Source: an optimization exercise on an open RTL-to-GDS flow (aim: small area, a short achievable clock period and few clock cycles per item). Production flows keep margins and buffers that such runs may drop.
Only simulation tests tie the RTL to the original design; equivalence was not proved.

File: design/flow/config.mk
export PLATFORM = sky130hd
export DESIGN_NAME = matrixMultiplier
export DESIGN_NICKNAME = matrixMultiplier
export VERILOG_FILES = /design/flow/design.v
export SDC_FILE = /design/flow/constraint.sdc
export NUM_CORES = 4
export LEC_CHECK = 0
export ABC_CLOCK_PERIOD_IN_PS = 3000
export CAP_MARGIN = 20
export CORE_MARGIN = 2
export CORE_UTILIZATION = 40
export CTS_BUF_LIST = sky130_fd_sc_hd__clkbuf_16
export CTS_CLUSTER_DIAMETER = 100
export CTS_CLUSTER_SIZE = 30
export SLEW_MARGIN = 20
File: design/flow/constraint.sdc
create_clock -name core_clock -period 10.0 [get_ports {clk}]
set_input_delay 2.0000 -clock core_clock [delete_from_list [all_inputs] [get_ports {clk}]]
set_output_delay 2.0000 -clock core_clock [all_outputs]
set_load 0.01 [all_outputs]
File: design/flow/design.v
module matrixMultiplier(input st, rst, clk, input [7:0] data_in, output done, output [7:0] dataout);
  reg run, wt, done_r;
  reg [5:0] t;             
  reg [2:0] ph;            
  wire start = wt & ~st;
  always @(posedge clk or posedge rst)
    if (rst) begin run <= 1'b0; wt <= 1'b0; done_r <= 1'b0; end
    else begin
      wt <= wt ? st : (~run & st);
      run <= start | (run & (t != 6'd45));
      done_r <= run & (t == 6'd17);
    end
  assign done = done_r;
  always @(posedge clk) begin
    t <= start ? 6'd0 : t + 6'd1;
    ph <= start ? 3'b001 : {ph[1:0], ph[2]};    
  end
  reg [7:0] ra0,ra1,ra2,ra3,ra4,ra5,ra6,ra7,ra8;
  reg [7:0] rb0,rb1,rb2,rb3,rb4,rb5,rb6,rb7,rb8;
  wire lda = (t < 6'd9);
  wire ldb = (t >= 6'd9) & (t < 6'd18);
  always @(posedge clk) begin
    ra0 <= lda ? data_in : ra8;
    {ra8,ra7,ra6,ra5,ra4,ra3,ra2,ra1} <= {ra7,ra6,ra5,ra4,ra3,ra2,ra1,ra0};
    rb0 <= ldb ? data_in : rb8;
    {rb8,rb7,rb6,rb5,rb4,rb3,rb2,rb1} <= {rb7,rb6,rb5,rb4,rb3,rb2,rb1,rb0};
  end
  reg [7:0] ar, br;
  always @(posedge clk)
    case (t)
      6'd0: begin ar <= ra4; br <= rb4; end
      6'd1: begin ar <= ra4; br <= rb2; end
      6'd2: begin ar <= ra7; br <= rb8; end
      6'd3: begin ar <= ra7; br <= rb6; end
      6'd4: begin ar <= ra7; br <= rb4; end
      6'd5: begin ar <= ra7; br <= rb4; end
      6'd6: begin ar <= ra7; br <= rb2; end
      6'd7: begin ar <= ra7; br <= rb0; end
      6'd8: begin ar <= ra1; br <= rb6; end
      6'd9: begin ar <= ra1; br <= rb4; end
      6'd10: begin ar <= ra1; br <= rb2; end
      6'd11: begin ar <= ra4; br <= rb8; end
      6'd12: begin ar <= ra4; br <= rb6; end
      6'd13: begin ar <= ra4; br <= rb4; end
      6'd14: begin ar <= ra4; br <= rb4; end
      6'd15: begin ar <= ra4; br <= rb2; end
      6'd16: begin ar <= ra4; br <= rb0; end
      6'd17: begin ar <= ra7; br <= rb6; end
      6'd18: begin ar <= ra7; br <= rb4; end
      6'd19: begin ar <= ra7; br <= rb2; end
      6'd20: begin ar <= ra1; br <= rb8; end
      6'd21: begin ar <= ra1; br <= rb6; end
      6'd22: begin ar <= ra1; br <= rb4; end
      6'd23: begin ar <= ra1; br <= rb4; end
      6'd24: begin ar <= ra1; br <= rb2; end
      6'd25: begin ar <= ra1; br <= rb0; end
      6'd26: begin ar <= ra4; br <= rb6; end
      6'd27: begin ar <= ra4; br <= rb4; end
      6'd28: begin ar <= ra4; br <= rb2; end
      6'd29: begin ar <= ra7; br <= rb8; end
      6'd30: begin ar <= ra7; br <= rb6; end
      6'd31: begin ar <= ra7; br <= rb4; end
      6'd32: begin ar <= ra7; br <= rb4; end
      6'd33: begin ar <= ra7; br <= rb2; end
      6'd34: begin ar <= ra7; br <= rb0; end
      6'd35: begin ar <= ra1; br <= rb6; end
      6'd36: begin ar <= ra1; br <= rb4; end
      6'd37: begin ar <= ra1; br <= rb2; end
      6'd38: begin ar <= ra4; br <= rb8; end
      6'd39: begin ar <= ra4; br <= rb6; end
      6'd40: begin ar <= ra4; br <= rb4; end
      6'd41: begin ar <= ra4; br <= rb4; end
      6'd42: begin ar <= ra4; br <= rb2; end
      6'd43: begin ar <= ra4; br <= rb0; end
      6'd44: begin ar <= ra7; br <= rb6; end
      6'd45: begin ar <= ra7; br <= rb4; end
      6'd46: begin ar <= ra7; br <= rb2; end
      6'd47: begin ar <= ra1; br <= rb8; end
      6'd48: begin ar <= ra1; br <= rb6; end
      6'd49: begin ar <= ra1; br <= rb4; end
      6'd50: begin ar <= ra1; br <= rb4; end
      6'd51: begin ar <= ra1; br <= rb2; end
      6'd52: begin ar <= ra1; br <= rb0; end
      6'd53: begin ar <= ra4; br <= rb6; end
      6'd54: begin ar <= ra4; br <= rb4; end
      6'd55: begin ar <= ra4; br <= rb2; end
      6'd56: begin ar <= ra7; br <= rb8; end
      6'd57: begin ar <= ra7; br <= rb6; end
      6'd58: begin ar <= ra7; br <= rb4; end
      6'd59: begin ar <= ra7; br <= rb4; end
      6'd60: begin ar <= ra7; br <= rb2; end
      6'd61: begin ar <= ra7; br <= rb0; end
      6'd62: begin ar <= ra1; br <= rb6; end
      6'd63: begin ar <= ra1; br <= rb4; end
    endcase
  wire pp0_0 = ar[0] & br[0];
  wire pp0_1 = ar[1] & br[0];
  wire pp0_2 = ar[2] & br[0];
  wire pp0_3 = ar[3] & br[0];
  wire pp0_4 = ar[4] & br[0];
  wire pp0_5 = ar[5] & br[0];
  wire pp0_6 = ar[6] & br[0];
  wire pp0_7 = ar[7] & br[0];
  wire pp1_0 = ar[0] & br[1];
  wire pp1_1 = ar[1] & br[1];
  wire pp1_2 = ar[2] & br[1];
  wire pp1_3 = ar[3] & br[1];
  wire pp1_4 = ar[4] & br[1];
  wire pp1_5 = ar[5] & br[1];
  wire pp1_6 = ar[6] & br[1];
  wire pp1_7 = ar[7] & br[1];
  wire pp2_0 = ar[0] & br[2];
  wire pp2_1 = ar[1] & br[2];
  wire pp2_2 = ar[2] & br[2];
  wire pp2_3 = ar[3] & br[2];
  wire pp2_4 = ar[4] & br[2];
  wire pp2_5 = ar[5] & br[2];
  wire pp2_6 = ar[6] & br[2];
  wire pp2_7 = ar[7] & br[2];
  wire pp3_0 = ar[0] & br[3];
  wire pp3_1 = ar[1] & br[3];
  wire pp3_2 = ar[2] & br[3];
  wire pp3_3 = ar[3] & br[3];
  wire pp3_4 = ar[4] & br[3];
  wire pp3_5 = ar[5] & br[3];
  wire pp3_6 = ar[6] & br[3];
  wire pp3_7 = ar[7] & br[3];
  wire pp4_0 = ar[0] & br[4];
  wire pp4_1 = ar[1] & br[4];
  wire pp4_2 = ar[2] & br[4];
  wire pp4_3 = ar[3] & br[4];
  wire pp4_4 = ar[4] & br[4];
  wire pp4_5 = ar[5] & br[4];
  wire pp4_6 = ar[6] & br[4];
  wire pp4_7 = ar[7] & br[4];
  wire pp5_0 = ar[0] & br[5];
  wire pp5_1 = ar[1] & br[5];
  wire pp5_2 = ar[2] & br[5];
  wire pp5_3 = ar[3] & br[5];
  wire pp5_4 = ar[4] & br[5];
  wire pp5_5 = ar[5] & br[5];
  wire pp5_6 = ar[6] & br[5];
  wire pp5_7 = ar[7] & br[5];
  wire pp6_0 = ar[0] & br[6];
  wire pp6_1 = ar[1] & br[6];
  wire pp6_2 = ar[2] & br[6];
  wire pp6_3 = ar[3] & br[6];
  wire pp6_4 = ar[4] & br[6];
  wire pp6_5 = ar[5] & br[6];
  wire pp6_6 = ar[6] & br[6];
  wire pp6_7 = ar[7] & br[6];
  wire pp7_0 = ar[0] & br[7];
  wire pp7_1 = ar[1] & br[7];
  wire pp7_2 = ar[2] & br[7];
  wire pp7_3 = ar[3] & br[7];
  wire pp7_4 = ar[4] & br[7];
  wire pp7_5 = ar[5] & br[7];
  wire pp7_6 = ar[6] & br[7];
  wire pp7_7 = ar[7] & br[7];
  wire n1 = pp0_6 ^ pp1_5;
  wire n2 = pp0_6 & pp1_5;
  wire n3 = pp0_7 ^ pp1_6 ^ pp2_5;
  wire n4 = (pp0_7 & pp1_6) | (pp0_7 & pp2_5) | (pp1_6 & pp2_5);
  wire n5 = pp3_4 ^ pp4_3;
  wire n6 = pp3_4 & pp4_3;
  wire n7 = pp1_7 ^ pp2_6 ^ pp3_5;
  wire n8 = (pp1_7 & pp2_6) | (pp1_7 & pp3_5) | (pp2_6 & pp3_5);
  wire n9 = pp4_4 ^ pp5_3;
  wire n10 = pp4_4 & pp5_3;
  wire n11 = pp2_7 ^ pp3_6 ^ pp4_5;
  wire n12 = (pp2_7 & pp3_6) | (pp2_7 & pp4_5) | (pp3_6 & pp4_5);
  wire n13 = pp0_4 ^ pp1_3;
  wire n14 = pp0_4 & pp1_3;
  wire n15 = pp0_5 ^ pp1_4 ^ pp2_3;
  wire n16 = (pp0_5 & pp1_4) | (pp0_5 & pp2_3) | (pp1_4 & pp2_3);
  wire n17 = pp3_2 ^ pp4_1;
  wire n18 = pp3_2 & pp4_1;
  wire n19 = pp2_4 ^ pp3_3 ^ pp4_2;
  wire n20 = (pp2_4 & pp3_3) | (pp2_4 & pp4_2) | (pp3_3 & pp4_2);
  wire n21 = pp5_1 ^ pp6_0 ^ n1;
  wire n22 = (pp5_1 & pp6_0) | (pp5_1 & n1) | (pp6_0 & n1);
  wire n23 = pp5_2 ^ pp6_1 ^ pp7_0;
  wire n24 = (pp5_2 & pp6_1) | (pp5_2 & pp7_0) | (pp6_1 & pp7_0);
  wire n25 = n2 ^ n3 ^ n5;
  wire n26 = (n2 & n3) | (n2 & n5) | (n3 & n5);
  wire n27 = pp6_2 ^ pp7_1 ^ n4;
  wire n28 = (pp6_2 & pp7_1) | (pp6_2 & n4) | (pp7_1 & n4);
  wire n29 = n6 ^ n7 ^ n9;
  wire n30 = (n6 & n7) | (n6 & n9) | (n7 & n9);
  wire n31 = pp5_4 ^ pp6_3 ^ pp7_2;
  wire n32 = (pp5_4 & pp6_3) | (pp5_4 & pp7_2) | (pp6_3 & pp7_2);
  wire n33 = n8 ^ n10 ^ n11;
  wire n34 = (n8 & n10) | (n8 & n11) | (n10 & n11);
  wire n35 = pp3_7 ^ pp4_6 ^ pp5_5;
  wire n36 = (pp3_7 & pp4_6) | (pp3_7 & pp5_5) | (pp4_6 & pp5_5);
  wire n37 = pp6_4 ^ pp7_3 ^ n12;
  wire n38 = (pp6_4 & pp7_3) | (pp6_4 & n12) | (pp7_3 & n12);
  wire n39 = pp4_7 ^ pp5_6 ^ pp6_5;
  wire n40 = (pp4_7 & pp5_6) | (pp4_7 & pp6_5) | (pp5_6 & pp6_5);
  wire n41 = pp0_3 ^ pp1_2;
  wire n42 = pp0_3 & pp1_2;
  wire n43 = pp2_2 ^ pp3_1 ^ pp4_0;
  wire n44 = (pp2_2 & pp3_1) | (pp2_2 & pp4_0) | (pp3_1 & pp4_0);
  wire n45 = pp5_0 ^ n14 ^ n15;
  wire n46 = (pp5_0 & n14) | (pp5_0 & n15) | (n14 & n15);
  wire n47 = n16 ^ n18 ^ n19;
  wire n48 = (n16 & n18) | (n16 & n19) | (n18 & n19);
  wire n49 = n20 ^ n22 ^ n23;
  wire n50 = (n20 & n22) | (n20 & n23) | (n22 & n23);
  wire n51 = n24 ^ n26 ^ n27;
  wire n52 = (n24 & n26) | (n24 & n27) | (n26 & n27);
  wire n53 = n28 ^ n30 ^ n31;
  wire n54 = (n28 & n30) | (n28 & n31) | (n30 & n31);
  wire n55 = n32 ^ n34 ^ n35;
  wire n56 = (n32 & n34) | (n32 & n35) | (n34 & n35);
  wire n57 = pp7_4 ^ n36 ^ n38;
  wire n58 = (pp7_4 & n36) | (pp7_4 & n38) | (n36 & n38);
  wire n59 = pp5_7 ^ pp6_6 ^ pp7_5;
  wire n60 = (pp5_7 & pp6_6) | (pp5_7 & pp7_5) | (pp6_6 & pp7_5);
  wire n61 = pp0_2 ^ pp1_1;
  wire n62 = pp0_2 & pp1_1;
  wire n63 = pp2_1 ^ pp3_0 ^ n41;
  wire n64 = (pp2_1 & pp3_0) | (pp2_1 & n41) | (pp3_0 & n41);
  wire n65 = n13 ^ n42 ^ n43;
  wire n66 = (n13 & n42) | (n13 & n43) | (n42 & n43);
  wire n67 = n17 ^ n44 ^ n45;
  wire n68 = (n17 & n44) | (n17 & n45) | (n44 & n45);
  wire n69 = n21 ^ n46 ^ n47;
  wire n70 = (n21 & n46) | (n21 & n47) | (n46 & n47);
  wire n71 = n25 ^ n48 ^ n49;
  wire n72 = (n25 & n48) | (n25 & n49) | (n48 & n49);
  wire n73 = n29 ^ n50 ^ n51;
  wire n74 = (n29 & n50) | (n29 & n51) | (n50 & n51);
  wire n75 = n33 ^ n52 ^ n53;
  wire n76 = (n33 & n52) | (n33 & n53) | (n52 & n53);
  wire n77 = n37 ^ n54 ^ n55;
  wire n78 = (n37 & n54) | (n37 & n55) | (n54 & n55);
  wire n79 = n39 ^ n56 ^ n57;
  wire n80 = (n39 & n56) | (n39 & n57) | (n56 & n57);
  wire n81 = n40 ^ n58 ^ n59;
  wire n82 = (n40 & n58) | (n40 & n59) | (n58 & n59);
  wire n83 = pp6_7 ^ pp7_6 ^ n60;
  wire n84 = (pp6_7 & pp7_6) | (pp6_7 & n60) | (pp7_6 & n60);
  reg [14:0] cs0;
  reg [13:0] cs1;
  always @(posedge clk) begin
    cs0 <= {pp7_7, n82, n80, n78, n76, n74, n72, n70, n68, n66, n64, n62, pp2_0, pp0_1, pp0_0};
    cs1 <= {n84, n83, n81, n79, n77, n75, n73, n71, n69, n67, n65, n63, n61, pp1_0};
  end
  wire [15:0] x0 = {1'b0, cs0[14], cs0[13], cs0[12], cs0[11], cs0[10], cs0[9], cs0[8], cs0[7], cs0[6], cs0[5], cs0[4], cs0[3], cs0[2], cs0[1], cs0[0]};
  wire [15:0] x1 = {1'b0, cs1[13], cs1[12], cs1[11], cs1[10], cs1[9], cs1[8], cs1[7], cs1[6], cs1[5], cs1[4], cs1[3], cs1[2], cs1[1], cs1[0], 1'b0};
  reg [16:0] acc;
  reg [17:0] res;
  wire last = ph[0];       
  wire [17:0] sum = acc + x0 + x1;
  always @(posedge clk) begin
    acc <= last ? 17'd0 : sum[16:0];
    res <= last ? sum : {8'd0, res[17:8]};
  end
  assign dataout = res[7:0];
endmodule
File: design/flow/flow/run.sh
#!/bin/bash
# Own layout flow: the standard ORFS flow (standard.sh, unchanged synthesis),
# with the port buffers made of sky130_fd_sc_hd__buf_2 instead of the default
# delay-cell buffers and a larger setup-repair margin.  Every make step writes
# its own log under orfs/logs/; make's own output goes to standard.log.
set -euo pipefail
export BUFFER_PORTS_ARGS="-buffer_cell sky130_fd_sc_hd__buf_2"
export SETUP_SLACK_MARGIN=7.0
bash standard.sh > standard.log 2>&1
File: design/flow/standard.sh
#!/bin/bash
# synth_recipe.tcl (not shown) runs the flow's synth.tcl, then flattens the netlist and writes it again
# the make line also repeats each setting of config.mk as NAME=value (left out here)
make -C /OpenROAD-flow-scripts/flow DESIGN_CONFIG=/design/flow/config.mk WORK_HOME=/design/flow/orfs CLKGATE_MAP_FILE= SYNTH_SCRIPT=/design/flow/synth_recipe.tcl "${@:-finish}"
==> results of run 1 <==
-- sequential cells by signal (all words and copies together), names as in the netlist, 14 cells and up --
register and flops:
acc 17, cs0 15, cs1 14, res 18
-- cells in the mapped netlist (all sizes together) (3+ instances only) --
| cell type | instances | area share, % |
|---|---|---|
| fa | 50 | 11 |
| a21o | 10 | 0.84 |
| dfrtp | 3 | 0.84 |
| nor2 | 34 | 1.4 |
| nor4 | 3 | 0.21 |
| dfxtp | 233 | 52 |
| o31ai | 4 | 0.34 |
| mux2 | 26 | 3.3 |
| nor2b | 9 | 0.63 |
| xor2 | 4 | 0.39 |
| mux2i | 3 | 0.34 |
| ha | 28 | 3.9 |
| a32oi | 3 | 0.30 |
| nand3 | 6 | 0.34 |
| nor3 | 14 | 0.79 |
| xnor2 | 11 | 1.1 |
| nor3b | 7 | 0.59 |
| and2 | 48 | 3.4 |
| inv | 52 | 2.2 |
| o21ai | 14 | 0.79 |
| clkbuf | 8 | 0.34 |
| a21oi | 9 | 0.51 |
| o21a | 4 | 0.34 |
| nand2b | 12 | 0.87 |
| o22ai | 7 | 0.49 |
| a22oi | 10 | 0.84 |
| a211oi | 8 | 1.1 |
| a221oi | 3 | 0.30 |
| buf | 24 | 1.8 |
| nand2 | 71 | 3.0 |
| a222oi | 10 | 1.1 |
| nand4 | 4 | 0.42 |
| a31oi | 3 | 0.21 |
-- logic make-up after synthesis --
| family | Yosys count | synth area share (%) |
|---|---|---|
| flip-flops | 236 | 53.3 |
| AND/OR/NAND/NOR | 219 | 12.6 |
| AO/OA/AOI/OAI | 102 | 9.50 |
| buffers and inverters | 84 | 4.36 |
| adder cells (fa/ha/maj) | 78 | 15.2 |
| multiplexers | 29 | 3.63 |
| XOR/XNOR | 15 | 1.48 |
-- worst paths after layout --
check                             startpoint  depth (start not counted)  slack, ns                  to
max in group asynchronous                rst                          2       8.51       run$_DFF_PP0_
max reg2reg                acc[1]$_SDFF_PP0_                         13       7.06  acc[13]$_SDFF_PP0_
max                         done_r$_DFF_PP0_                          1       7.02                done
min in group asynchronous                rst                          2       1.36    done_r$_DFF_PP0_
min reg2reg                   rb5[7]$_DFF_P_                          0       0.30      rb6[7]$_DFF_P_
min                           rb5[7]$_DFF_P_                          0       0.30      rb6[7]$_DFF_P_
-- per-stage QoR --
step / area (µm²) / utilization, % / hold WS, ns / instances
2_1_floorplan: 8890 / - / 0.310 / 763
3_3_place_gp: 9160 / 42.0 / 0.310 / 1031
3_5_place_dp: 9160 / 42.0 / 0.312 / 1031
4_1_cts: 9560 / 43.8 / 0.305 / 1047
5_1_grt: 9670 / 44.3 / 0.300 / 1054
6_report: 9670 / 44.3 / 0.302 / 1054
-- final cells by class --
type	count	area share, %
inverters	52	2.02
multi-input cells	443	39.7
well taps	280	3.62
clock inverters	4	0.854
repair buffers	27	1.60
flip-flops and latches	236	49.1
clock buffers	12	3.11
-- what timing repair did --
action	in CTS	in global routing
pin swaps	1	11
setup endpoints to repair	19	27
gates resized for setup	6	18
hold buffers	0	0
setup buffers	0	7
-- per-layer routing --
metal	part of all wire [%]	vias to the layer above	track usage [%]
met5	0	-	0
met4	2.3	0	3.84
met3	3.7	31	1.93
met2	45	113	21.8
met1	49	2461	19.8
li1	-	2555	-
==> flow_metrics.tcl, run 1 <==
set metrics [dict create \
    drv_cap 0 \
    maxSlewHeadroom_pct 29.5 \
    ys_warn_count 1 \
    ctsLongestPathBuffers 3 \
    clk_pin_slew_worst_paths_ns 0.11 \
    max_freq_mhz 336 \
    cp-end-kind "output pin" \
    cp_top_family "flip-flops" \
    status "finished clean" \
    tns_ns 0 \
    ys.flop_type "dfxtp_1" \
    slowest_delay_ns 0.37 \
    die_area_um2 23400 \
    fp.dieW_um 153 \
    synth_cell_types 64 \
    port_buffers 19 \
    dp_slack_ns 6.70 \
    synth_area_um2 8890 \
    arrival_ns 0.98 \
    numClockSinks 236 \
    syn_inst 763 \
    ios 20 \
    syn-num-nets 852 \
    wire_per_inst_um 15.1 \
    synth_edf_count 0 \
    period_needed_ns 2.98 \
    slew_violations 0 \
    worst_setup_path_start_kind "flop" \
    initial_utilization_pct 40.8 \
    fp-row-count 54 \
    fin_ws_ns 7.02 \
    grt_setup_unrepaired "true" \
    dp.final_hpwl_um 11500 \
    htree_levels 1 \
    antenna_found_initial 0 \
    area_growth_pct 8.69 \
    crit_chain "buf_2" \
    drt_iter0_markers 507 \
    root_buffer "clkbuf_16" \
    grt_max_degree 37 \
    async_flop_share_pct 1.27 \
    grt_first_pass_wirelength_um 26800 \
    final_common_cell "dfxtp_1" \
    layout_common_cells "228 x dfxtp_1, 70 x nand2_1, 50 x inv_1" \
    clock_latency_ns 0.48 \
    numCtsBuffers 12 \
    core-area_um2 21800 \
    crit_type "flop to output pin" \
    crit_fanout 1 \
    multi_input_area_um2 3840 \
    finalSetupViolCount 0 \
    finalCritPeriodShare_pct 29.8 \
    synth_seq_cells 236 \
    min_path_type "flop to flop" \
    diodes 0 \
    gr-total-overflow 0 \
    tightest_slew_ns 1.06 \
    routed_wl_um 15900 \
    register_area_um2 4750 \
    yosysSeqAreaShare_pct 53.3 \
    cts_tree "built" \
    required_ns 8.00 \
    die_h_um 153 \
    fill_cells 2083 \
    track_usage_pct 13.8 \
    ant_nets 0 \
    drtPass1Iterations 6 \
    finalHoldViolations 0 \
    vias_per_cell 4.90 \
    drc_errors 0 \
    path_buf_inv 1 \
    layout-drive-gt1-share_pct 13.7 \
    crit_slowest_cell "dfrtp_1" \
    nets 861 \
    fin_worst_skew_ns 0.0248 \
    vias 5160 \
    syn_avg_cell_area_um2 11.7 \
    first_global_vias 5211 \
    gp_congestion 0.902 \
]
Testbench counts, summed over its fixed seeds: cycles 7,680, items 160.
==> run 2, diff against run 1 <==
==> design/flow/run.sh (new file) <==
#!/bin/bash
# synth_recipe.tcl (not shown) runs the flow's synth.tcl, then flattens the netlist and writes it again
# the make line also repeats each setting of config.mk as NAME=value (left out here)
make -C /OpenROAD-flow-scripts/flow DESIGN_CONFIG=/design/flow/config.mk WORK_HOME=/design/flow/orfs CLKGATE_MAP_FILE= SYNTH_SCRIPT=/design/flow/synth_recipe.tcl finish
--- a/design/flow/config.mk
+++ b/design/flow/config.mk
@@ -9,7 +9,5 @@
 export CAP_MARGIN = 20
 export CORE_MARGIN = 2
 export CORE_UTILIZATION = 40
-export CTS_BUF_LIST = sky130_fd_sc_hd__clkbuf_16
-export CTS_CLUSTER_DIAMETER = 100
-export CTS_CLUSTER_SIZE = 30
+export SETUP_SLACK_MARGIN = 5
 export SLEW_MARGIN = 20
removed: design/flow/flow/run.sh
removed: design/flow/standard.sh
==> run 2 against run 1 <==
Final cell count increased by 1.9%; largest cell class unchanged; sequential share of layout area fell by 2.1 points; synthesized cell count did not move; critical path depth did not move; critical endpoint unchanged; die area unchanged; clock skew down 0.017 ns; maximum frequency fell by 11%; still clean.
==> flow_metrics.tcl, run 2 <==
set metrics [dict create \
    synth_cell_types 64 \
    syn-num-nets 852 \
    required_ns 8.00 \
    slew_violations 0 \
    htree_levels 1 \
    tns_ns 0 \
    ys.flop_type "dfxtp_1" \
    layout-drive-gt1-share_pct 10.3 \
    port_buffers 19 \
    cp-end-kind "output pin" \
    netlist.area_leader.share_pct 52.4 \
    clk_pin_slew_worst_paths_ns 0.06 \
    postCtsHoldBufs 0 \
    top_regs "res (18), acc (17), cs0 (15)" \
    diodes 0 \
    finalCritPeriodShare_pct 33.6 \
    fp.dieW_um 153 \
    slowest_delay_ns 0.53 \
    clock_latency_ns 0.52 \
    drv_cap 0 \
    yosysMostFrequentCell "dfxtp_1" \
    max_freq_mhz 298 \
    crit_fanout 1 \
    multi_input_area_um2 3770 \
    grt_first_pass_wirelength_um 27200 \
    cp_top_family "buffers and inverters" \
    syn_inst 763 \
    worst_setup_path_start_kind "flop" \
    synth.largest_area_cell "dfxtp_1" \
    design_area_um2 10100 \
    nets 866 \
    register_area_um2 4740 \
    cts_resized 0 \
    root_buffer "clkbuf_16" \
    topRoutingLayerUsed "met4" \
    initial_utilization_pct 40.8 \
    final_common_cell "dfxtp_1" \
    dp.final_hpwl_um 11500 \
    path_buf_inv 1 \
    largest_reg_flops 18 \
    numClockSinks 236 \
    die_area_um2 23400 \
    grt_setup_unrepaired "false" \
    arrival_ns 1.36 \
    area_growth_pct 13.5 \
    cts_tree "built" \
    ant_nets 0 \
    gp_congestion 0.819 \
    finalSetupViolCount 0 \
    wire_per_inst_um 15.1 \
    ys_warn_count 1 \
    gr-total-overflow 0 \
    wl_met1_um 7850 \
    drt_iter0_markers 340 \
    fin_worst_skew_ns 0.00816 \
    track_usage_pct 14.1 \
    core-area_um2 21800 \
    maxSlewHeadroom_pct 29.4 \
    status "finished clean" \
    first_global_vias 5400 \
    drc_errors 0 \
    synth_commonest_cells "233 x dfxtp_1, 71 x nand2_1, 52 x inv_1" \
    fp-row-count 54 \
    tightest_slew_ns 1.06 \
    finalHoldViolations 0 \
    place_area_um2 9250 \
    layout_common_cells "233 x dfxtp_1, 71 x nand2_1, 52 x inv_1" \
    holdWs_ns 0.320 \
    grt_max_degree 37 \
    synth_seq_cells 236 \
    period_needed_ns 3.36 \
    cts_setup_buffers 0 \
    crit_chain "clkdlybuf4s50_1" \
    fill_cells 2008 \
    regMostFlops "res" \
    yosysSeqAreaShare_pct 53.3 \
    async_flop_share_pct 1.27 \
    crit_type "flop to output pin" \
    crit_slowest_cell "clkdlybuf4s50_1" \
    antenna_found_initial 0 \
    wl_met2_um 7340 \
    wl_met3_um 604 \
    syn_avg_cell_area_um2 11.7 \
    placed_cells 1031 \
    synth_edf_count 0 \
    min_path_type "flop to flop" \
    numCtsBuffers 24 \
    layout.cells.non_filler 1074 \
    ios 20 \
    die_h_um 153 \
    routed_wl_um 16300 \
    ctsLongestPathBuffers 3 \
    vias 5223 \
    vias_per_cell 4.86 \
    synth.area.top_cells "dfxtp_1 52%, fa_1 11%, ha_1 3.9%" \
    synth_area_um2 8890 \
    drtPass1Iterations 5 \
]
==> run 2: per-stage QoR <==
step | setup slack (ns) | utilization (%)
final | 6.64 | 46.3
after global routing | 6.42 | 46.3
after floorplan | 7.22 | -
after CTS | 6.62 | 46.3
after global placement | 6.76 | 42.4
after detailed placement | 6.70 | 42.4
==> run 2: worst paths after layout <==
check	end	start	cells past startpoint	slack [ns]
min reg2reg	rb6[0]$_DFF_P_	rb5[0]$_DFF_P_	0	0.32
max in group asynchronous	run$_DFF_PP0_	rst	2	8.22
max reg2reg	br[2]$_DFF_P_	t[3]$_SDFF_PP0_	7	6.66
min	rb6[0]$_DFF_P_	rb5[0]$_DFF_P_	0	0.32
min in group asynchronous	done_r$_DFF_PP0_	rst	2	1.65
max	done	done_r$_DFF_PP0_	1	6.64
==> run 2: final cells by class <==
class                      instances  share of cell area, %
clock buffer                      34                   6.82
clock inverter                     9                   1.54
inverter                          52                   1.93
multi-input combinational        443                   37.3
sequential                       236                   47.0
tap                              280                   3.47
timing repair buffer              20                   1.96
==> run 2: layer usage <==
layer  GRT usage, %  up-vias
li1               -     2584
met1           19.2     2485
met2           22.7      112
met3           2.75       42
met4           4.19        0
met5              0        -
==> run 2: cells by family after synthesis <==
family          count (synthesis)  share of synthesized area, %
flops                         236                          53.3
buf+inv                        84                          4.36
simple gates                  219                          12.6
mux                            29                          3.63
xor+xnor                       15                          1.48
compound gates                102                          9.50
fa+ha+maj                      78                          15.2
==> run 3, diff against run 2 <==
--- a/design/flow/config.mk
+++ b/design/flow/config.mk
@@ -9,5 +9,8 @@
 export CAP_MARGIN = 20
 export CORE_MARGIN = 2
 export CORE_UTILIZATION = 40
+export CTS_BUF_LIST = sky130_fd_sc_hd__clkbuf_8
+export CTS_CLUSTER_DIAMETER = 60
+export CTS_CLUSTER_SIZE = 22
 export SETUP_SLACK_MARGIN = 5
 export SLEW_MARGIN = 20
==> run 3 against run 2 <==
Critical path type unchanged; critical endpoint is now dataout[4]; worst setup slack got worse by 0.015 ns; still clean on timing, DRC and antenna; first-iteration DRC count increased by 14%; critical path depth unchanged; clock skew increased by 0.039 ns; synthesized area unchanged.
==> flow_metrics.tcl, run 3 <==
set metrics [dict create \
    synth_seq_cells 236 \
    gp_congestion 0.819 \
    crit_type "flop to output pin" \
    die_area_um2 23400 \
    required_ns 8.00 \
    cts_resized 0 \
    fin_ws_ns 6.63 \
    slew_violations 0 \
    tns_ns 0 \
    synth_xor_area_share_pct 1.48 \
    port_buffers 19 \
    synth.area.top_cells "dfxtp_1 52%, fa_1 11%, ha_1 3.9%" \
    ys_warn_count 1 \
    nets 861 \
    ys.flop_type "dfxtp_1" \
    wire_per_inst_um 15.2 \
    synth_commonest_cells "233 x dfxtp_1, 71 x nand2_1, 52 x inv_1" \
    hold_path_depth 0 \
    grt_first_pass_wirelength_um 27000 \
    utilization_pct 44.2 \
    regMostFlops "res" \
    die_h_um 153 \
    slowest_delay_ns 0.52 \
    netlist.area_leader.share_pct 52.4 \
    cts_tree "built" \
    synth.largest_area_cell "dfxtp_1" \
    hold_start "rb3[7]$_DFF_P_" \
    ant_nets 0 \
    synth-simple-area-share_pct 12.6 \
    fp-row-count 54 \
    track_usage_pct 14.0 \
    clock_latency_ns 0.54 \
    timing.critical_path.from "res[4]$_DFF_P_" \
    min_path_type "flop to flop" \
    drv_cap 0 \
    cp_top_family "buffers and inverters" \
    fill_cells 2058 \
    r2r-end "br[6]$_DFF_P_" \
    period_needed_ns 3.37 \
    vias_per_cell 4.84 \
    vias 5135 \
    routed_wl_um 16100 \
    synthMuxAreaShare_pct 3.63 \
    crit_chain "clkdlybuf4s50_1" \
    yosysMostFrequentCell "dfxtp_1" \
    tightest_slew_ns 1.05 \
    arrival_ns 1.37 \
    synth_top_family_by_area "adder cells" \
    r2r_cells 7 \
    maxSlewHeadroom_pct 30.0 \
    synth_area_um2 8890 \
    largest_reg_flops 18 \
    synth_compound_area_share_pct 9.50 \
    core-area_um2 21800 \
    crit_fanout 1 \
    synth_edf_count 0 \
    yosysSeqAreaShare_pct 53.3 \
    numCtsBuffers 19 \
    r2r_start "t[3]$_SDFF_PP0_" \
    layout_common_cells "233 x dfxtp_1, 71 x nand2_1, 53 x inv_1" \
    fin_worst_skew_ns 0.0469 \
    numClockSinks 236 \
    initial_utilization_pct 40.8 \
    r2r_setup_slack_ns 6.65 \
    grt_setup_unrepaired "false" \
    grt_max_degree 37 \
    clk_pin_slew_worst_paths_ns 0.11 \
    worst_setup_path_start_kind "flop" \
    drtPass1Iterations 5 \
    diodes 0 \
    top_regs "res (18), acc (17), cs0 (15)" \
    syn_inst 763 \
    synth_fa_ha_area_share_pct 15.2 \
    drc_errors 0 \
    syn_avg_cell_area_um2 11.7 \
    hold_end "rb4[7]$_DFF_P_" \
    antenna_found_initial 0 \
    cp-end-kind "output pin" \
    root_buffer "clkbuf_8" \
    dp.final_hpwl_um 11500 \
    ios 20 \
    synth_cell_types 64 \
    ctsLongestPathBuffers 3 \
    finalSetupViolCount 0 \
    final_common_cell "dfxtp_1" \
    area_growth_pct 8.45 \
    finalHoldViolations 0 \
    dp_slack_ns 6.70 \
    gr-total-overflow 0 \
    crit_slowest_cell "clkdlybuf4s50_1" \
    async_flop_share_pct 1.27 \
    path_buf_inv 1 \
    syn-num-nets 852 \
    drt_iter0_markers 387 \
    max_freq_mhz 297 \
    first_global_vias 5295 \
    postCtsHoldBufs 0 \
    cts_setup_buffers 0 \
    htree_levels 1 \
    layout-drive-gt1-share_pct 9.35 \
    fp.dieW_um 153 \
    status "finished clean" \
    finalCritPeriodShare_pct 33.7 \
]
-- run 3: cell counts after synthesis --
Identical to the previous run, type by type.
-- run 3: per-layer routing --
metal	part of all wire (%)	vias to the layer above	global-route usage, %
met3	3.2	23	2.52
met1	49	2462	19.2
met5	0	-	0
met4	2.5	0	3.97
met2	45	90	22.6
li1	-	2560	-
-- run 3: worst max path at each step --
| stage | end | slack (ns) | depth (start not counted) |
|---|---|---|---|
| 3_5_place_dp | br[2]$_DFF_P_ | 6.70 | 7 |
| 2_1_floorplan | acc[13]$_SDFF_PP0_ | 7.22 | 13 |
| 5_1_grt | br[6]$_DFF_P_ | 6.43 | 7 |
| 4_1_cts | dataout[4] | 6.59 | 1 |
| 3_3_place_gp | br[2]$_DFF_P_ | 6.76 | 7 |
| 6_report | dataout[4] | 6.63 | 1 |
-- run 3: stage by stage --
step                      instances  cell area (µm²)  hold WS [ns]
final                          1061             9650         0.336
after global routing           1061             9650         0.333
after CTS                      1061             9650         0.337
after detailed placement       1031             9250         0.312
after global placement         1031             9250         0.310
after floorplan                 763             8890         0.310
-- run 3: cell type report --
class	count	area [µm²]	area share [%]
Tap cell	280	350	3.63
Multi-Input combinational cell	443	3770	39.1
Clock inverter	11	135	1.40
Inverter	52	195	2.02
Timing Repair Buffer	20	198	2.05
Sequential cell	236	4740	49.1
Clock buffer	19	262	2.71
-- run 3: cell families after synthesis --
kind of cell / after synthesis
AOI/OAI and AO/OA: 102
xor gates and xnor gates: 15
adders and majority gates: 78
buffers and inverters: 84
DFF: 236
muxes: 29
and+or+nand+nor: 219
==> run 4, diff against run 3 <==
--- a/design/flow/config.mk
+++ b/design/flow/config.mk
@@ -10,7 +10,7 @@
 export CORE_MARGIN = 2
 export CORE_UTILIZATION = 40
 export CTS_BUF_LIST = sky130_fd_sc_hd__clkbuf_8
-export CTS_CLUSTER_DIAMETER = 60
-export CTS_CLUSTER_SIZE = 22
+export CTS_CLUSTER_DIAMETER = 50
+export CTS_CLUSTER_SIZE = 16
 export SETUP_SLACK_MARGIN = 5
 export SLEW_MARGIN = 20
==> run 4 against run 3 <==
Still clean on timing, DRC and antenna; via count grew 1.1%; clock-buffer cell count is 6 higher; global-route usage about the same; register-to-register slack better by 0.04 ns; worst setup slack better by 0.0069 ns; non-clock buffer count did not move; clock skew shrank 0.0067 ns; wire length fell by 0.68%; synthesized area unchanged; worst hold slack got worse by 0.018 ns.
==> flow_metrics.tcl, run 4 <==
set metrics [dict create \
    status "finished clean" \
    finalCritPeriodShare_pct 33.7 \
    drc_errors 0 \
    syn-num-nets 852 \
    synth.largest_area_cell "dfxtp_1" \
    ant_nets 0 \
    cts_setup_buffers 0 \
    grt_max_degree 37 \
    wire_per_inst_um 15.0 \
    layout_common_cells "233 x dfxtp_1, 71 x nand2_1, 53 x inv_1" \
    drtPass1Iterations 5 \
    numCtsBuffers 25 \
    antenna_found_initial 0 \
    root_buffer "clkbuf_8" \
    grt_setup_unrepaired "false" \
    path_buf_inv 1 \
    maxSlewHeadroom_pct 29.2 \
    max_freq_mhz 297 \
    drv_cap 0 \
    clock_latency_ns 0.55 \
    tightest_slew_ns 1.06 \
    diodes 0 \
    synth_fa_ha_area_share_pct 15.2 \
    initial_utilization_pct 40.8 \
    synth_edf_count 0 \
    gr-total-overflow 0 \
    gp_congestion 0.819 \
    ios 20 \
    cp-end-kind "output pin" \
    crit_fanout 1 \
    slowest_delay_ns 0.52 \
    required_ns 8.00 \
    cts_resized 0 \
    final_common_cell "dfxtp_1" \
    syn_inst 763 \
    netlist.area_leader.share_pct 52.4 \
    worst_setup_path_start_kind "flop" \
    tns_ns 0 \
    track_usage_pct 13.9 \
    synthMuxAreaShare_pct 3.63 \
    ys_warn_count 1 \
    die_area_um2 23400 \
    routed_wl_um 16000 \
    fin_worst_skew_ns 0.0402 \
    yosysMostFrequentCell "dfxtp_1" \
    fp-row-count 54 \
    die_h_um 153 \
    design_area_um2 9750 \
    arrival_ns 1.37 \
    period_needed_ns 3.37 \
    synth-simple-area-share_pct 12.6 \
    core-area_um2 21800 \
    crit_cells 1 \
    slew_violations 0 \
    syn_avg_cell_area_um2 11.7 \
    yosysSeqAreaShare_pct 53.3 \
    dp.final_hpwl_um 11500 \
    numClockSinks 236 \
    cts_tree "built" \
    finalSetupViolCount 0 \
    largest_reg_flops 18 \
    finalHoldViolations 0 \
    cp_top_family "buffers and inverters" \
    synth_commonest_cells "233 x dfxtp_1, 71 x nand2_1, 52 x inv_1" \
    regMostFlops "res" \
    synth_top_family_by_area "adder cells" \
    ys.flop_type "dfxtp_1" \
    clk_pin_slew_worst_paths_ns 0.09 \
    postCtsHoldBufs 0 \
    async_flop_share_pct 1.27 \
    synth_xor_area_share_pct 1.48 \
    layout.cells.non_filler 1070 \
    r2r_cells 7 \
    synth_area_um2 8890 \
    vias 5194 \
    nets 867 \
    place_area_um2 9250 \
    synth_seq_cells 236 \
    placed_cells 1031 \
    vias_per_cell 4.85 \
    synth.area.top_cells "dfxtp_1 52%, fa_1 11%, ha_1 3.9%" \
    crit_type "flop to output pin" \
    drt_iter0_markers 381 \
    layout-drive-gt1-share_pct 10.4 \
    crit_chain "clkdlybuf4s50_1" \
    synth_compound_area_share_pct 9.50 \
    fp.dieW_um 153 \
    grt_first_pass_wirelength_um 27000 \
    min_path_type "flop to flop" \
    area_growth_pct 9.65 \
    ctsLongestPathBuffers 3 \
    top_regs "res (18), acc (17), cs0 (15)" \
    first_global_vias 5374 \
    htree_levels 1 \
    crit_slowest_cell "clkdlybuf4s50_1" \
    synth_cell_types 64 \
    port_buffers 19 \
    hold_path_depth 0 \
]
==> run 4: cell counts after synthesis <==
Identical to the previous run, type by type.
==> run 4: final timing paths <==
path	slack, ns	to	startpoint
max	6.63	dataout[4]	res[4]$_DFF_P_
min reg2reg	0.32	rb4[4]$_DFF_P_	rb3[4]$_DFF_P_
min	0.32	rb4[4]$_DFF_P_	rb3[4]$_DFF_P_
max reg2reg	6.69	br[2]$_DFF_P_	t[5]$_SDFF_PP0_
min in group asynchronous	1.64	done_r$_DFF_PP0_	rst
max in group asynchronous	8.22	wt$_DFF_PP0_	rst
==> run 4: cells by family after synthesis <==
| logic type | count (synthesis) |
|---|---|
| xor+xnor | 15 |
| fa+ha+maj | 78 |
| mux | 29 |
| compound gates | 102 |
| buf+inv | 84 |
| simple gates | 219 |
| flops | 236 |
==> run 4: final cells by class <==
class,count,area [µm²]
clock buffer,25,344
clock inverter,14,159
fill,2049,12100
inverter,52,195
multi-input combinational,443,3770
sequential,236,4740
tap,280,350
timing repair buffer,20,198
==> run 4: layer usage <==
layer,up-vias,share of wire (%),global-route usage [%]
li1,2575,-,-
met3,35,3.6,2.72
met5,-,0,0
met1,2481,49,19.0
met4,0,2.8,4.59
met2,103,45,22.3
==> run 4: worst reg2reg max path, delay by kind of cell, from the launching register on <==
| kind | cells | cell delay [ns] |
|---|---|---|
| simple gates | 3 | 1.16 |
| compound gates | 3 | 0.77 |
| flops | 1 | 0.99 |
| buf+inv | 1 | 0.33 |
==> run 4: stage by stage <==
| step | worst slack, ns | util [%] | hold WS (ns) |
|---|---|---|---|
| 3_5_place_dp | 6.70 | 42.4 | 0.312 |
| 3_3_place_gp | 6.76 | 42.4 | 0.310 |
| 5_1_grt | 6.43 | 44.7 | 0.313 |
| 4_1_cts | 6.59 | 44.7 | 0.313 |
| 2_1_floorplan | 7.22 | - | 0.310 |
| 6_report | 6.63 | 44.7 | 0.318 |
==> run 5, diff against run 4 <==
--- a/design/flow/config.mk
+++ b/design/flow/config.mk
@@ -9,8 +9,8 @@
 export CAP_MARGIN = 20
 export CORE_MARGIN = 2
 export CORE_UTILIZATION = 40
-export CTS_BUF_LIST = sky130_fd_sc_hd__clkbuf_8
-export CTS_CLUSTER_DIAMETER = 50
-export CTS_CLUSTER_SIZE = 16
+export CTS_BUF_LIST = sky130_fd_sc_hd__clkbuf_4 sky130_fd_sc_hd__clkbuf_8 sky130_fd_sc_hd__clkbuf_16
+export CTS_CLUSTER_DIAMETER = 60
+export CTS_CLUSTER_SIZE = 20
 export SETUP_SLACK_MARGIN = 5
 export SLEW_MARGIN = 20
==> run 5 against run 4 <==
Final cell count decreased by 0.75%; final area increased by 1.6%; sequential share of layout area decreased by 0.77 points; worst setup slack improved by 0.017 ns; clock-buffer cell count decreased by 3; core utilization increased by 0.72 points; maximum frequency increased by 0.52%; worst hold slack improved by 0.0091 ns; global-route usage increased by 0.24 points; die area unchanged.
==> flow_metrics.tcl, run 5 <==
set metrics [dict create \
    synth_commonest_cells "233 x dfxtp_1, 71 x nand2_1, 52 x inv_1" \
    cts_setup_buffers 0 \
    largest_reg_flops 18 \
    clock_latency_ns 0.51 \
    min_path_type "flop to flop" \
    clk_pin_slew_worst_paths_ns 0.08 \
    crit_chain "inv_1 -> a31o_1 -> a32oi_1 -> nand4_2 -> or3_1 -> and2_4 -> a211oi_2" \
    yosysSeqAreaShare_pct 53.3 \
    grt_first_pass_wirelength_um 27300 \
    worst_setup_path_start_kind "flop" \
    multi_input_area_um2 3770 \
    syn_avg_cell_area_um2 11.7 \
    cts_resized 0 \
    tns_ns 0 \
    grt_setup_unrepaired "false" \
    yosysMostFrequentCell "dfxtp_1" \
    antenna_found_initial 0 \
    ios 20 \
    nets 862 \
    slowest_delay_ns 0.99 \
    cts_tree "built" \
    fill_cells 2026 \
    final_common_cell "dfxtp_1" \
    status "finished clean" \
    wl_met2_um 7310 \
    r2r_cells 7 \
    root_buffer "clkbuf_16" \
    fp-row-count 54 \
    crit_type "flop to flop" \
    first_global_vias 5313 \
    hold_start "ra2[1]$_DFF_P_" \
    layout_common_cells "233 x dfxtp_1, 71 x nand2_1, 52 x inv_1" \
    synth.area.top_cells "dfxtp_1 52%, fa_1 11%, ha_1 3.9%" \
    topRoutingLayerUsed "met4" \
    drv_cap 0 \
    vias 5158 \
    syn_inst 763 \
    initial_utilization_pct 40.8 \
    layout-drive-gt1-share_pct 9.59 \
    r2r_start "t[5]$_SDFF_PP0_" \
    grt_max_degree 37 \
    numClockSinks 236 \
    numCtsBuffers 20 \
    vias_per_cell 4.86 \
    max_freq_mhz 299 \
    finalSetupViolCount 0 \
    fin_worst_skew_ns 0.0241 \
    top_regs "res (18), acc (17), cs0 (15)" \
    synth_area_um2 8890 \
    wl_met1_um 7950 \
    synth.largest_area_cell "dfxtp_1" \
    diodes 0 \
    ys_warn_count 1 \
    crit_slowest_cell "dfxtp_1" \
    cp_top_family "simple AND/OR/NAND/NOR gates" \
    ys.flop_type "dfxtp_1" \
    hold_path_depth 0 \
    r2r_setup_slack_ns 6.65 \
    ctsLongestPathBuffers 3 \
    port_buffers 19 \
    place_area_um2 9250 \
    synth_cell_types 64 \
    postCtsHoldBufs 0 \
    gr-total-overflow 0 \
    hold_end "ra3[1]$_DFF_P_" \
    tightest_slew_ns 1.07 \
    finalCritPeriodShare_pct 33.5 \
    synth_edf_count 0 \
    gp_congestion 0.819 \
    slew_violations 0 \
    drc_errors 0 \
    wl_met3_um 524 \
    r2r-end "br[6]$_DFF_P_" \
    required_ns 10.41 \
    die_h_um 153 \
    core-area_um2 21800 \
    crit_fanout 28 \
    netlist.area_leader.share_pct 52.4 \
    routed_wl_um 16300 \
    drtPass1Iterations 6 \
    cp-end-kind "flop" \
    regMostFlops "res" \
    finalHoldViolations 0 \
    path_buf_inv 1 \
    arrival_ns 3.76 \
    track_usage_pct 14.2 \
    wire_per_inst_um 15.4 \
    area_growth_pct 11.4 \
    register_area_um2 4740 \
    synth_seq_cells 236 \
    die_area_um2 23400 \
    period_needed_ns 3.35 \
    design_area_um2 9910 \
    htree_levels 1 \
    maxSlewHeadroom_pct 28.8 \
    dp.final_hpwl_um 11500 \
    async_flop_share_pct 1.27 \
    fp.dieW_um 153 \
    syn-num-nets 852 \
    ant_nets 0 \
    drt_iter0_markers 316 \
]
-- run 5: cell counts after synthesis --
No cell type changed its count.
-- run 5: routing by layer --
metal  vias up  GRT usage (%)
met5         -              0
met4         0           4.81
met3        37           2.38
met2        90           22.8
met1      2462           19.4
li1       2569              -
-- run 5: worst max-delay path by stage --
| stage | from | to | slack (ns) | depth (start not counted) |
|---|---|---|---|---|
| final | t[5]$_SDFF_PP0_ | br[6]$_DFF_P_ | 6.65 | 7 |
| after global placement | t[3]$_SDFF_PP0_ | br[2]$_DFF_P_ | 6.76 | 7 |
| after CTS | res[4]$_DFF_P_ | dataout[4] | 6.64 | 1 |
| after global routing | t[5]$_SDFF_PP0_ | br[2]$_DFF_P_ | 6.44 | 7 |
| after detailed placement | t[5]$_SDFF_PP0_ | br[2]$_DFF_P_ | 6.70 | 7 |
| after floorplan | cs0[1]$_DFF_P_ | acc[13]$_SDFF_PP0_ | 7.22 | 13 |
-- run 5: cell type report --
cell class | count | share of cell area, %
Inverter | 52 | 1.97
Clock buffer | 22 | 5.44
Timing Repair Buffer | 20 | 1.99
Clock inverter | 9 | 1.22
Sequential cell | 236 | 47.8
Multi-Input combinational cell | 443 | 38.0
Tap cell | 280 | 3.53
-- run 5: kinds of logic after synthesis --
logic type               count (synthesis)  synth area share [%]
buffers and inverters                   84                  4.36
adder cells (fa/ha/maj)                 78                  15.2
multiplexers                            29                  3.63
XOR/XNOR                                15                  1.48
flip-flops                             236                  53.3
AND/OR/NAND/NOR                        219                  12.6
AO/OA/AOI/OAI                          102                  9.50
-- run 5: through the flow --
step	worst slack [ns]	util, %	hold slack [ns]	std cells
6_report	6.65	45.4	0.327	1062
5_1_grt	6.44	45.4	0.330	1062
4_1_cts	6.64	45.4	0.329	1062
3_5_place_dp	6.70	42.4	0.312	1031
3_3_place_gp	6.76	42.4	0.310	1031
2_1_floorplan	7.22	-	0.310	763

## re-timing with driven ports
The results above use ideal ports. As a check the final layouts listed here were re-extracted and re-timed, cells and wires unchanged. Step 1, drivers: a clkbuf_16 drives clk and a buf_2 each remaining input, both assumed. Step 2 times the ports against the registers' clock, not the clock port: input delays grow and output delays shrink by t, the midpoint of the rising clock arrivals with the driver on. a / b / c = ideal / step 1 / step 2; a / b = the first two.
run	t, ns	slack for setup (ns)	worst hold slack (ns)	worst register clock-pin slew, ns
run 1	0.511	7.023 / 6.984 / 7.056	0.302 / 0.302 / 0.302	0.11 / 0.11
run 2	0.558	6.642 / 6.601 / 6.662	0.320 / 0.320 / 0.320	0.06 / 0.06
run 3	0.560	6.627 / 6.591 / 6.652	0.336 / 0.336 / 0.336	0.13 / 0.13
run 4	0.570	6.634 / 6.598 / 6.689	0.318 / 0.318 / 0.318	0.09 / 0.09
run 5	0.540	6.652 / 6.619 / 6.652	0.327 / 0.327 / 0.327	0.08 / 0.08
After both steps every run listed still meets setup and hold.
